What follows belongs to an exercise in optimizing a design on an open flow for small area and a short achievable clock period; a production flow would make more cautious choices.
The flow treats the clock pin as an ideal source, which a real chip does not have.
Power is estimated from default activity; no workload was simulated.

Setup of MS:
==> flow/design.v (excerpt) <==
module rrc_filter #(
	parameter WIDTH = 9
)(
	input logic clk,
	input logic rst,
	input logic signed [WIDTH-1:0] filter_in,
	output logic signed [WIDTH-1:0] filter_out
);
  logic [8:0] sr0, sr1, sr2, sr3, sr4, sr5, sr6, sr7, sr8, sr9, sr10, sr11, sr12, sr13, sr14, sr15, sr16, sr17, sr18, sr19, sr20, sr21, sr22, sr23, sr24, sr25, sr26, sr27;
  always_ff @(posedge clk or posedge rst) begin
    if (rst) begin
      sr0 <= 9'h000;
      sr1 <= 9'h000;
      sr2 <= 9'h000;
      sr3 <= 9'h000;
      sr4 <= 9'h000;
      sr5 <= 9'h000;
      sr6 <= 9'h000;
      sr7 <= 9'h000;
      sr8 <= 9'h000;
      sr9 <= 9'h000;
      sr10 <= 9'h000;
      sr11 <= 9'h000;
      sr12 <= 9'h000;
      sr13 <= 9'h000;
      sr14 <= 9'h000;
      sr15 <= 9'h000;
      sr16 <= 9'h000;
      sr17 <= 9'h000;
      sr18 <= 9'h000;
      sr19 <= 9'h000;
      sr20 <= 9'h000;
      sr21 <= 9'h000;
      sr22 <= 9'h000;
      sr23 <= 9'h000;
      sr24 <= 9'h000;
      sr25 <= 9'h000;
      sr26 <= 9'h000;
      sr27 <= 9'h000;
    end else begin
      sr0 <= filter_in;
      sr1 <= sr0;
      sr2 <= sr1;
      sr3 <= sr2;
      sr4 <= sr3;
      sr5 <= sr4;
      sr6 <= sr5;
      sr7 <= sr6;
      sr8 <= sr7;
      sr9 <= sr8;
      sr10 <= sr9;
      sr11 <= sr10;
      sr12 <= sr11;
      sr13 <= sr12;
      sr14 <= sr13;
      sr15 <= sr14;
      sr16 <= sr15;
      sr17 <= sr16;
      sr18 <= sr17;
      sr19 <= sr18;
      sr20 <= sr19;
      sr21 <= sr20;
      sr22 <= sr21;
  ...
Size in the first run: roughly 970 cells after synthesis, about 380 flip-flops, about 20 I/O pins, ~17000 um^2 of cells after synthesis.
export LEC_CHECK = 0
export ABC_CLOCK_PERIOD_IN_PS = 800
export CAP_MARGIN = 20
export CORE_MARGIN = 2
export CORE_UTILIZATION = 70
export CTS_BUF_LIST = sky130_fd_sc_hd__clkbuf_16
export CTS_CLUSTER_DIAMETER = 80
export CTS_CLUSTER_SIZE = 30
export PLACE_DENSITY = 0.75
export SLEW_MARGIN = 20
export SYNTH_HIERARCHICAL = 1
create_clock -name core_clock -period 10.5 [get_ports {clk}]
standard.sh (not shown) runs the stock make flow with config.mk's settings and CLKGATE_MAP_FILE= SYNTH_SCRIPT=/design/flow/synth_recipe.tcl, a recipe that flattens the netlist after the stock synthesis.
==> flow/flow/run.sh <==
#!/bin/bash
# Own layout flow: the standard ORFS flow (standard.sh, unchanged synthesis), with
#  - timing repair aimed below the design's period (SETUP_SLACK_MARGIN; the SDC is unchanged),
#  - port buffers of a normal buffer cell rather than the smallest one,
#  - after CTS, the clock port drives the tree's second level directly (flow/flatten_clock_root.tcl).
# Each step's full log is kept by ORFS under orfs/logs/; make's own output goes to flow.log.
set -uo pipefail
here=$(pwd)
bash standard.sh SETUP_SLACK_MARGIN=7.4 "BUFFER_PORTS_ARGS=-buffer_cell sky130_fd_sc_hd__buf_4" \
  "POST_CTS_TCL=$here/flow/flatten_clock_root.tcl" finish > flow.log 2>&1
==> flow/flow/flatten_clock_root.tcl <==
set block [ord::get_db_block]
set clknet [$block findNet clk]
set roots {}
foreach it [$clknet getITerms] {
  if {[$it isInputSignal]} { lappend roots [$it getInst] }
}
puts "flatten_clock_root: clock port feeds [llength $roots] cell(s)"
if {[llength $roots] == 1} {
  set root [lindex $roots 0]
  set master [[$root getMaster] getName]
  set out {}
  foreach it [$root getITerms] {
    if {[$it isOutputSignal]} { set out [$it getNet] }
  }
  set loads {}
  foreach it [$out getITerms] {
    if {[$it isInputSignal]} { lappend loads $it }
  }
  puts "flatten_clock_root: root [$root getName] ($master) drives [llength $loads] cell(s)"
  if {[llength $loads] <= 4 && [llength $loads] > 0} {
    foreach it $loads {
      set inst [$it getInst]
      set pin [$it getMTerm]
      set pname "[$inst getName]/[$pin getName]"
      disconnect_pin [$out getName] $pname
      connect_pin clk $pname
    }
    set rname [$root getName]
    set oname [$out getName]
    delete_instance $rname
    delete_net $oname
    puts "flatten_clock_root: removed $rname"
    estimate_parasitics -placement
    report_clock_latency
  }
}
Edits applied to the flow inputs when going from MS to AL:
diff --git a/flow/flow/run.sh b/flow/flow/run.sh
--- a/flow/flow/run.sh
+++ b/flow/flow/run.sh
@@ -7,4 +7,4 @@
 set -uo pipefail
 here=$(pwd)
-bash standard.sh SETUP_SLACK_MARGIN=7.4 "BUFFER_PORTS_ARGS=-buffer_cell sky130_fd_sc_hd__buf_4" \
+bash standard.sh SETUP_SLACK_MARGIN=7.5 "BUFFER_PORTS_ARGS=-buffer_cell sky130_fd_sc_hd__buf_4" \
   "POST_CTS_TCL=$here/flow/flatten_clock_root.tcl" finish > flow.log 2>&1
Results
- Comparing AL and MS, the higher global-route usage is on AL.
- Re total wire length: AL and MS aren't equal, and the higher value belongs to AL.
- In AL the detailed-routed wire length on met2 turned out about 0.5% higher than in MS.
- Finished layout cell area for AL is higher than for MS.
- | internal power | AL vs MS | 5.9% higher |
- Summary — count of cells along the worst register-to-register path, AL relative to MS: higher, by 8.
- Relative to MS, the proportion of power drawn by combinational gates of AL is higher by 1.9 points.
No functional check of the RTL was part of any run of this note.

[static timing again, ports no longer ideal]
How much do the figures lean on ideal ports? The routed layouts below were timed once more, with nothing changed but the port constraints.
Step 1 assumes that a clkbuf_16 drives the clock port and a buf_2 every other input.
Step 2 also shifts input and output timing later by t, the mid clock arrival at the registers, as if the neighbouring blocks saw the same clock.
a / b / c = no drivers / after step 1 / after step 2; a / b = the first two.
| run | t (ns) | setup slack, ns | worst setup path after step 2 | clock arrival spread, ns | pins driven straight from the clock port |
|---|---|---|---|---|---|
| MS | 0.436 | 7.450 / 7.450 / 7.138 | input to register | 0.028 / 0.029 | 2 |
| AL | 0.437 | 7.474 / 7.438 / 7.217 | input to register | 0.031 / 0.030 | 2 |
After both steps every run listed still meets setup and hold. For MS, which loses most, drivers alone change the setup slack by 0.000 ns; drivers and shift together by -0.312 ns.
